From an optimization exercise on the open Yosys and OpenROAD flow, aimed at small area, a short achievable clock period and few clock cycles; shortcuts taken in it are not production practice. Only simulation tests tie the RTL to the original design; equivalence was not proved.

==> tundra <==
==> flow/design.v (excerpt) <==
module mips54(
input clk,
input rst,
output [31:0] pc,
input [31:0] inst,
output [31:0] dmem_addr,
output dmem_we,
output [3:0] dmem_wstrb,
output [31:0] dmem_wdata,
input [31:0] dmem_rdata
);
==> flow/config.mk <==
export PLATFORM = sky130hd
export DESIGN_NAME = mips54
export DESIGN_NICKNAME = mips54
export VERILOG_FILES = /design/flow/design.v
export SDC_FILE = /design/flow/constraint.sdc
export NUM_CORES = 8
export LEC_CHECK = 0
export CAP_MARGIN = 20
export CORE_MARGIN = 2
export CORE_UTILIZATION = 40
export SLEW_MARGIN = 20
==> flow/constraint.sdc <==
create_clock -name core_clock -period 20.0 [get_ports {clk}]
set_input_delay 4.0000 -clock core_clock [delete_from_list [all_inputs] [get_ports {clk}]]
set_output_delay 4.0000 -clock core_clock [all_outputs]
set_load 0.01 [all_outputs]
standard.sh (not shown) runs the stock make flow with config.mk's settings and CLKGATE_MAP_FILE= SYNTH_SCRIPT=/design/flow/synth_recipe.tcl, a recipe that flattens the netlist after the stock synthesis.
==> flow/flow/run.sh <==
#!/bin/bash
# Standard ORFS layout (the standard.sh), with repair_timing aiming at a
# setup slack margin (shorter achieved period) and faster port buffers.
set -euo pipefail
bash standard.sh SETUP_SLACK_MARGIN=14.5 "BUFFER_PORTS_ARGS=-buffer_cell sky130_fd_sc_hd__buf_4" finish > flow_make.log 2>&1
==> nickel (differences from tundra) <==
--- a/flow/design.v
+++ b/flow/design.v
@@ -96,14 +96,15 @@
       rdport = rdport | (q[j*32 +: 32] & {32{sel[j]}});
   end
 endfunction
 reg [31:0] pc_r;         
 wire [31:0] pc_f = pc_r ^ 32'h00400000;    
 reg [31:0] npc_x;        
 reg        x_erx;        
+reg [31:0] x_c0s;        
 reg [31:0] ir;           
 reg [NC-1:0] xc;         
 reg [4:0]  x_dest;
 reg [31:0] xs, xt;       
 reg        xfsa, xfta;   
 reg        xfsr, xftr;   
 reg        x_c0st;       
@@ -113,32 +114,37 @@
 reg [3:0]  m_strb;
 reg [31:0] m_wdata;
 reg        m_rwe;        
 reg [4:0]  m_rd;
 reg [31:0] m_res;        
 reg [31:0] m_ar;         
 reg        m_sar;        
+reg        m_slt, m_sltu, m_cy, m_sx, m_sa;   
 reg        m_c0w;        
 reg        m_ld;
 reg        m_szh, m_szb, m_lsg;
 reg [31:1] gv;           
 reg [31:0] cv;           
 reg        hv, lv;       
 reg [31:0] hi, lo;
 reg        md_busy;
+reg        md_hcs;       
+wire [31:0] mhi;
 assign pc = pc_f;
 assign dmem_addr = m_addr;
 assign dmem_we = m_we;
 assign dmem_wstrb = m_strb;
 assign dmem_wdata = m_wdata;
 wire [15:0] ld_h = m_addr[1] ? dmem_rdata[31:16] : dmem_rdata[15:0];
 wire [7:0]  ld_b = m_addr[0] ? ld_h[15:8] : ld_h[7:0];
 wire [31:0] ld_val = m_szb ? {{24{m_lsg & ld_b[7]}}, ld_b} :
                      m_szh ? {{16{m_lsg & ld_h[15]}}, ld_h} : dmem_rdata;
-wire [31:0] wb_data = m_ld ? ld_val : m_sar ? m_ar : m_res;
+wire        m_lt  = m_sltu ? m_cy : m_sx ? m_sa : m_ar[31];
+wire [31:0] m_arv = (m_slt | m_sltu) ? {31'b0, m_lt} : m_ar;
+wire [31:0] wb_data = m_ld ? ld_val : m_sar ? m_arv : m_res;
 wire [31:0] wb_sel = m_rwe ? onehot32(m_rd) : 32'b0;
 wire [1023:0] gq;
 assign gq[31:0] = 32'b0;
 genvar gi;
 generate for (gi = 1; gi < 32; gi = gi + 1) begin : GPR
   reg [31:0] r;
   always @(posedge clk)
@@ -159,18 +165,18 @@
 wire x_beq = xc[C_BEQ], x_bne = xc[C_BNE], x_bgez = xc[C_BGEZ];
 wire x_j = xc[C_J], x_jr = xc[C_JR];
 wire x_sysc = xc[C_SYSC], x_brk = xc[C_BRK], x_teq = xc[C_TEQ];
 wire x_eret = xc[C_ERET], x_mtc0 = xc[C_MTC0];
 wire x_ld = xc[C_LD], x_st = xc[C_ST], x_imm = xc[C_IMM], x_zimm = xc[C_ZIMM];
 wire x_rwe = xc[C_RWE], x_szh = xc[C_SZH], x_szb = xc[C_SZB], x_lsg = xc[C_LSG];
 wire x_hl = xc[C_HL], x_br = xc[C_BR], x_ar = xc[C_AR], x_c0r = xc[C_C0R];
-wire md_stall = md_busy & x_hl & ~(md_lok & x_mflo);
+wire md_stall = md_busy & x_hl;
 wire stall = x_lu | md_stall | x_c0st;
-wire [31:0] va = rdport(gq, xs) | ({32{xfsa}} & m_ar) | ({32{xfsr}} & m_res);
-wire [31:0] vb = rdport(gq, xt) | ({32{xfta}} & m_ar) | ({32{xftr}} & m_res);
+wire [31:0] va = rdport(gq, xs) | ({32{xfsa}} & m_arv) | ({32{xfsr}} & m_res);
+wire [31:0] vb = rdport(gq, xt) | ({32{xfta}} & m_arv) | ({32{xftr}} & m_res);
 wire [15:0] imm = ir[15:0];
 wire [31:0] immx = {{16{imm[15] & ~x_zimm}}, imm};
 wire [31:0] opb = x_imm ? immx : vb;
 function [32:0] ksadd(input [31:0] a, input [31:0] b, input ci);
   reg [31:0] g, p, gn, pn;
   integer lv, j;
   begin
@@ -188,16 +194,14 @@
     ksadd = {g[31], (a ^ b) ^ {g[30:0], ci}};
   end
 endfunction
 wire [32:0] sum_c = ksadd(va, opb, 1'b0);
 wire [31:0] sum = sum_c[31:0];
 wire [32:0] dif_c = ksadd(va, ~opb, 1'b1);
 wire [32:0] dif = {~dif_c[32], dif_c[31:0]};
-wire lt_u = dif[32];
-wire lt_s = (va[31] ^ opb[31]) ? va[31] : dif[31];
 wire [4:0]  sh_n = x_var ? va[4:0] : ir[10:6];
 wire sh_big = x_var & (|va[31:5]);
 wire [31:0] shl = sh_big ? 32'b0 : (vb << sh_n);
 wire [63:0] shr_x = {{32{x_sra & vb[31]}}, vb} >> sh_n;
 wire [31:0] shr = sh_big ? {32{x_sra & vb[31]}} : shr_x[31:0];
 function [5:0] clz32(input [31:0] x);
   integer j;
@@ -231,32 +235,33 @@
       if (c0_exc) r <= npc_x;
       else if (c0_wsel[gi]) r <= m_wdata;
   end else begin : R
     always @(posedge clk)
       if (c0_wsel[gi]) r <= m_wdata;
   end
 end endgenerate
-wire [31:0] c0_rd = rdport(cq, onehot32(ir[15:11]) & cv);
+wire [31:0] c0_rd = rdport(cq, x_c0s & cv);
 assign status = cv[12] ? cq[12*32 +: 32] : 32'b0;
 assign epc    = cv[14] ? cq[14*32 +: 32] : 32'b0;
 always @(posedge clk or posedge rst)
   if (rst) cv <= 32'b0;
   else cv <= cv | c0_wsel | {17'b0, {3{c0_exc}}, 12'b0} | {19'b0, c0_eret, 12'b0};
 wire eq = (va == vb);
 wire br_taken = (x_beq & eq) | (x_bne & ~eq) | (x_bgez & ~va[31]);
 wire exc = x_sysc | x_brk | (x_teq & eq);
 assign exc_code = x_sysc ? 5'd8 : x_brk ? 5'd9 : 5'd13;
 wire teq_exc = x_teq & eq;
-wire redirect = ~stall & ((x_br & ~br_taken) | x_jr | teq_exc | x_erx);
+wire [31:0] br_target = npc_x + {{14{imm[15]}}, imm, 2'b00};
+wire redirect = ~stall & (br_taken | x_jr | teq_exc | x_erx);
 wire [31:0] target = teq_exc ? 32'h00400004 :
                      x_erx ? epc :
-                     x_jr ? va : npc_x;
-wire [31:0] hi_v = hv ? hi : 32'b0;
+                     x_jr ? va : br_target;
+wire [31:0] hi_v = ~hv ? 32'b0 : md_hcs ? mhi : hi;
 wire [31:0] lo_v = lv ? lo : 32'b0;
-wire [31:0] ar = x_sub ? dif[31:0] : x_add ? sum : {31'b0, (x_slt & lt_s) | (x_sltu & lt_u)};
+wire [31:0] ar = x_add ? sum : dif[31:0];
 wire [31:0] res =
     ({32{x_and}}  & (va & opb)) |
     ({32{x_or}}   & (va | opb)) |
     ({32{x_xor}}  & (va ^ opb)) |
     ({32{x_nor}}  & ~(va | opb)) |
     ({32{x_lui}}  & {imm, 16'b0}) |
     ({32{x_sll}}  & shl) |
@@ -271,49 +276,50 @@
 wire [4:0] f_rs = stall ? ir[25:21] : inst[25:21];
 wire [4:0] f_rt = stall ? ir[20:16] : inst[20:16];
 wire nfs = ~stall & x_rwe & (x_dest == inst[25:21]);
 wire nft = ~stall & x_rwe & (x_dest == inst[20:16]);
 wire nc0 = ~stall & x_mtc0 & f_c[C_C0R];
 wire nlu = ~stall & x_ld & x_rwe & ((x_dest == inst[25:21]) | (x_dest == inst[20:16]));
 wire [31:0] pc4 = pc_f + 32'd4;
-wire f_br = f_c[C_BR];
 wire f_j  = f_c[C_J];
 wire f_sc = f_c[C_SYSC] | f_c[C_BRK];
 wire f_er = f_c[C_ERET] & ~(x_mtc0 | x_sysc | x_brk | x_teq | m_c0w);
-wire fr = f_br | f_j | f_sc | f_er;
-wire [31:0] f_bt = pc4 + {{14{inst[15]}}, inst[15:0], 2'b00};
-wire [31:0] f_target = f_br ? f_bt :
-                       f_j ? {pc4[31:28], inst[25:0], 2'b00} :
-                       f_sc ? 32'h00400004 : epc;
+wire fr = f_j | f_sc | f_er;
+wire [31:0] f_other = f_j ? {pc4[31:28], inst[25:0], 2'b00} :
+                      f_sc ? 32'h00400004 : epc;
+wire [31:0] pc_base = redirect ? target : stall ? pc_f :
+                      (f_j | f_sc | f_er) ? f_other : pc4;
+wire [31:0] pc_next = pc_base;
+always @(posedge clk or posedge rst)
+  if (rst) pc_r <= 32'b0;
+  else pc_r <= pc_next ^ 32'h00400000;
 always @(posedge clk or posedge rst)
   if (rst) begin
-    pc_r <= 32'b0;
     xc <= {NC{1'b0}};
     x_lu <= 1'b0;
     x_c0st <= 1'b0;
     x_erx <= 1'b0;
   end else if (redirect) begin
-    pc_r <= target ^ 32'h00400000;
     xc <= {NC{1'b0}};
     x_lu <= 1'b0;
     x_c0st <= 1'b0;
     x_erx <= 1'b0;
   end else if (!stall) begin
-    pc_r <= (fr ? f_target : pc4) ^ 32'h00400000;
     xc <= f_c;
     x_lu <= nlu;
     x_c0st <= nc0;
     x_erx <= f_c[C_ERET] & ~f_er;
   end else begin
     x_lu <= 1'b0;
     x_c0st <= 1'b0;
   end
 always @(posedge clk) begin
   if (!stall) begin
     ir <= inst;
+    x_c0s <= onehot32(inst[15:11]);
     npc_x <= pc4;
     x_dest <= f_dec[NC+4:NC];
   end
   xs <= onehot32(f_rs) & gv_next & {32{~nfs}};
   xt <= onehot32(f_rt) & gv_next & {32{~nft}};
   xfsa <= nfs & x_ar;
   xfta <= nft & x_ar;
@@ -334,27 +340,32 @@
   m_addr <= sum;
   m_strb <= x_szb ? (4'b0001 << sum[1:0]) : x_szh ? (sum[1] ? 4'b1100 : 4'b0011) : 4'b1111;
   m_wdata <= x_szb ? {4{vb[7:0]}} : x_szh ? {2{vb[15:0]}} : vb;
   m_rd <= x_dest;
   m_res <= res;
   m_ar <= ar;
   m_sar <= x_ar;
+  m_slt <= x_slt;
+  m_sltu <= x_sltu;
+  m_cy <= dif[32];
+  m_sx <= va[31] ^ opb[31];
+  m_sa <= va[31];
   m_ld <= x_ld;
   m_szh <= x_szh;
   m_szb <= x_szb;
   m_lsg <= x_lsg;
 end
 assign c0_wsel = m_c0w ? onehot32(m_rd) : 32'b0;
 assign c0_exc  = ~stall & exc;
 assign c0_eret = ~stall & x_eret;
 reg        md_div;
 reg [4:0]  md_cnt;
 reg [32:0] md_a;         
-reg [33:0] md_a3;        
-reg        md_sg, md_nq, md_nr, md_lok;
+reg        md_nrm;       
+reg        md_sg, md_nq, md_nr, md_nb;    
 reg [34:0] md_s, md_c;
 reg        md_ci;
 reg [11:0] md_be;        
 function [2:0] benc(input [2:0] b);
   benc = {b[2], (b[2] & ~b[1] & ~b[0]) | (~b[2] & b[1] & b[0]), b[1] ^ b[0]};
 endfunction
 function [11:0] benc4(input [7:0] b, input bp);
@@ -385,81 +396,86 @@
 wire [87:0] ml2a = csa(ml1a[43:0], {ml1a[86:44], 1'b0}, ml1b[43:0]);
 wire [87:0] ml2b = csa({ml1b[86:44], 1'b0}, mr6, mr7);
 wire [87:0] ml3  = csa(ml2a[43:0], {ml2a[86:44], 1'b0}, ml2b[43:0]);
 wire [87:0] ml4  = csa(ml3[43:0], {ml3[86:44], 1'b0}, {ml2b[86:44], 1'b0});
 wire [43:0] ms = ml4[43:0];
 wire [43:0] mc = {ml4[86:44], 1'b0};
 wire [8:0]  mlow = {1'b0, ms[7:0]} + {1'b0, mc[7:0]};
-wire [31:0] mhi = md_s[31:0] + md_c[31:0] + {31'b0, md_ci} + 32'haaaaaaac;
-wire        dv_first = (md_cnt == 5'd0);
+assign mhi = md_s[31:0] + md_c[31:0] + {31'b0, md_ci} + 32'haaaaaaac;
+wire [33:0] md_a3 = md_s[33:0];    
+wire [5:0]  dv_lz0 = clz32(lo ^ {32{md_nr}});
+wire [5:0]  dv_lz = (md_a[31:0] == 32'd0) ? 6'd0 : dv_lz0 - {5'b0, md_nr};
+wire [31:0] dv_na = md_nr ? -lo : lo;
+wire [31:0] dv_nb = md_nb ? -md_a[31:0] : md_a[31:0];
 wire [33:0] dv_x  = {hi, lo[31:30]};
 wire [35:0] dv_t1 = {2'b00, dv_x} - {3'b000, md_a[31:0]};
 wire [35:0] dv_t2 = {2'b00, dv_x} - {2'b00, md_a[31:0], 1'b0};
 wire [35:0] dv_t3 = {2'b00, dv_x} - {2'b00, md_a3};
-wire        dv_d0 = (md_a[31:0] == 32'd0);
-wire        dv_d1 = (md_a[31:0] == 32'd1);
-wire        dv_g3 = dv_first ? (dv_d0 | (dv_d1 & dv_x[1:0] == 2'd3)) : ~dv_t3[35];
-wire [31:0] dv_r3 = dv_first ? (dv_d0 ? dv_x[31:0] : 32'b0) : dv_t3[31:0];
+wire        dv_g3 = ~dv_t3[35];
 wire [1:0]  dv_q  = dv_g3 ? 2'd3 : ~dv_t2[35] ? 2'd2 : ~dv_t1[35] ? 2'd1 : 2'd0;
-wire [31:0] dv_r  = dv_g3 ? dv_r3 : ~dv_t2[35] ? dv_t2[31:0] :
+wire [31:0] dv_r  = dv_g3 ? dv_t3[31:0] : ~dv_t2[35] ? dv_t2[31:0] :
                     ~dv_t1[35] ? dv_t1[31:0] : dv_x[31:0];
-wire [31:0] abs_a = (x_div & va[31]) ? -va : va;
-wire [31:0] abs_b = (x_div & vb[31]) ? -vb : vb;
 wire md_go = ~stall & (x_mult | x_multu | x_div | x_divu);
-wire md_end = md_busy & (md_div ? md_cnt[4] : md_cnt[2]);
+wire md_end = md_busy & (md_div ? md_cnt[4] : mlast);
 always @(posedge clk or posedge rst)
   if (rst) begin
     md_busy <= 1'b0;
-    md_lok <= 1'b0;
+    md_hcs <= 1'b0;
     hv <= 1'b0;
     lv <= 1'b0;
   end else begin
     if (md_go) md_busy <= 1'b1;
     else if (md_end) md_busy <= 1'b0;
-    md_lok <= ~md_go & md_busy & ~md_div & mlast;
+    if (md_go | (~stall & x_mthi)) md_hcs <= 1'b0;
+    else if (md_end & ~md_div) md_hcs <= 1'b1;
     if (md_go | (~stall & x_mthi)) hv <= 1'b1;
     if (md_go | (~stall & x_mtlo)) lv <= 1'b1;
   end
 always @(posedge clk)
   if (md_go) begin
     if (x_mult | x_multu) begin
       lo <= vb;
       md_s <= 35'b0;
       md_c <= 35'b0;
       md_ci <= 1'b0;
       md_be <= benc4(vb[7:0], 1'b0);
     end else begin
       hi <= 32'b0;
-      lo <= abs_a;
+      lo <= va;
     end
   end else if (md_busy) begin
     if (!md_div) begin
-      if (md_cnt[2]) hi <= mhi;
-      else begin
-        md_s <= ms[42:8];
-        md_c <= mc[42:8];
-        md_ci <= mlow[8];
-        lo <= {mlow[7:0], lo[31:8]};
-        md_be <= benc4(lo[15:8], lo[7]);
-      end
+      md_s <= ms[42:8];
+      md_c <= mc[42:8];
+      md_ci <= mlow[8];
+      lo <= {mlow[7:0], lo[31:8]};
+      md_be <= benc4(lo[15:8], lo[7]);
     end else if (md_cnt[4]) begin
       if (md_nr) hi <= -hi;
       if (md_nq) lo <= -lo;
+    end else if (md_nrm) begin
+      lo <= dv_na << {dv_lz[5:1], 1'b0};
+      md_s <= {1'b0, dv_nb, 1'b0} + {2'b0, dv_nb};
     end else begin
       hi <= dv_r;
       lo <= {lo[29:0], dv_q};
-      if (dv_first) md_a3 <= {1'b0, md_a[31:0], 1'b0} + {2'b0, md_a[31:0]};
     end
   end else if (!stall) begin
     if (x_mthi) hi <= va;
     if (x_mtlo) lo <= va;
   end
 always @(posedge clk)
   if (md_go) begin
     md_cnt <= 5'd0;
+    md_nrm <= x_div | x_divu;
     md_div <= x_div | x_divu;
     md_sg <= x_mult;
-    md_a <= (x_div | x_divu) ? {1'b0, abs_b} : {x_mult & va[31], va};
+    md_a <= (x_div | x_divu) ? {1'b0, vb} : {x_mult & va[31], va};
+    md_nb <= x_div & vb[31];
     md_nq <= x_div & (va[31] ^ vb[31]);
     md_nr <= x_div & va[31];
-  end else if (md_busy) md_cnt <= md_cnt + 5'd1;
+  end else if (md_busy) begin
+    md_nrm <= 1'b0;
+    if (md_nrm) md_a <= {1'b0, dv_nb};
+    md_cnt <= md_nrm ? dv_lz[5:1] : md_cnt + 5'd1;
+  end
 endmodule
==> flow/flow/run.sh (replaced) <==
#!/bin/bash
# Standard ORFS layout (the standard.sh) with: repair_timing aiming at a
# setup slack margin (shorter achieved period), faster port buffers, denser
# placement and somewhat larger clock-tree sink clusters.
set -euo pipefail
bash standard.sh SETUP_SLACK_MARGIN=14.5 "BUFFER_PORTS_ARGS=-buffer_cell sky130_fd_sc_hd__buf_4" \
  CORE_UTILIZATION=60 PLACE_DENSITY=0.75 CTS_CLUSTER_SIZE=25 CTS_CLUSTER_DIAMETER=60 \
  finish > flow_make.log 2>&1
==> comparison <==
tundra passed the timing, DRC and antenna checks. nickel failed in global routing. Of tundra and nickel, nickel has the higher synthesized area (gap about 1.9%, measured against nickel). Synthesized cell count: tundra is lower than nickel (3.6%).
Testbench counts of tundra, summed over its fixed seeds: cycles 115,418.
Testbench counts of nickel, summed over its fixed seeds: cycles 118,561.

## static timing again, ports no longer ideal
Ports are ideal in the flow. The routed layout listed here was re-timed in OpenROAD.
Step 1 (the two cells are an assumption about what drives the block):
set clk [get_ports {clk}]
set_driving_cell -lib_cell sky130_fd_sc_hd__clkbuf_16 $clk
set_driving_cell -lib_cell sky130_fd_sc_hd__buf_2 [delete_from_list [all_inputs] $clk]
Step 2 adds t to the input delays and takes it off the output delays; t is the mean of the earliest and latest rising clock arrival at the registers after step 1. Input paths then give back, and output paths get back, about the clock's delay inside the block.
Three values: ideal, step 1, step 2; two values: the first two.
run: tundra
t (ns): 1.058
slack for setup (ns): 14.092 / 14.119 / 13.071
worst hold slack (ns): 0.441 / 0.441 / 0.441
pins driven straight from the clock port: 1
After both steps tundra still meets setup and hold. For tundra, drivers alone change the setup slack by +0.027 ns; drivers and shift together by -1.021 ns.
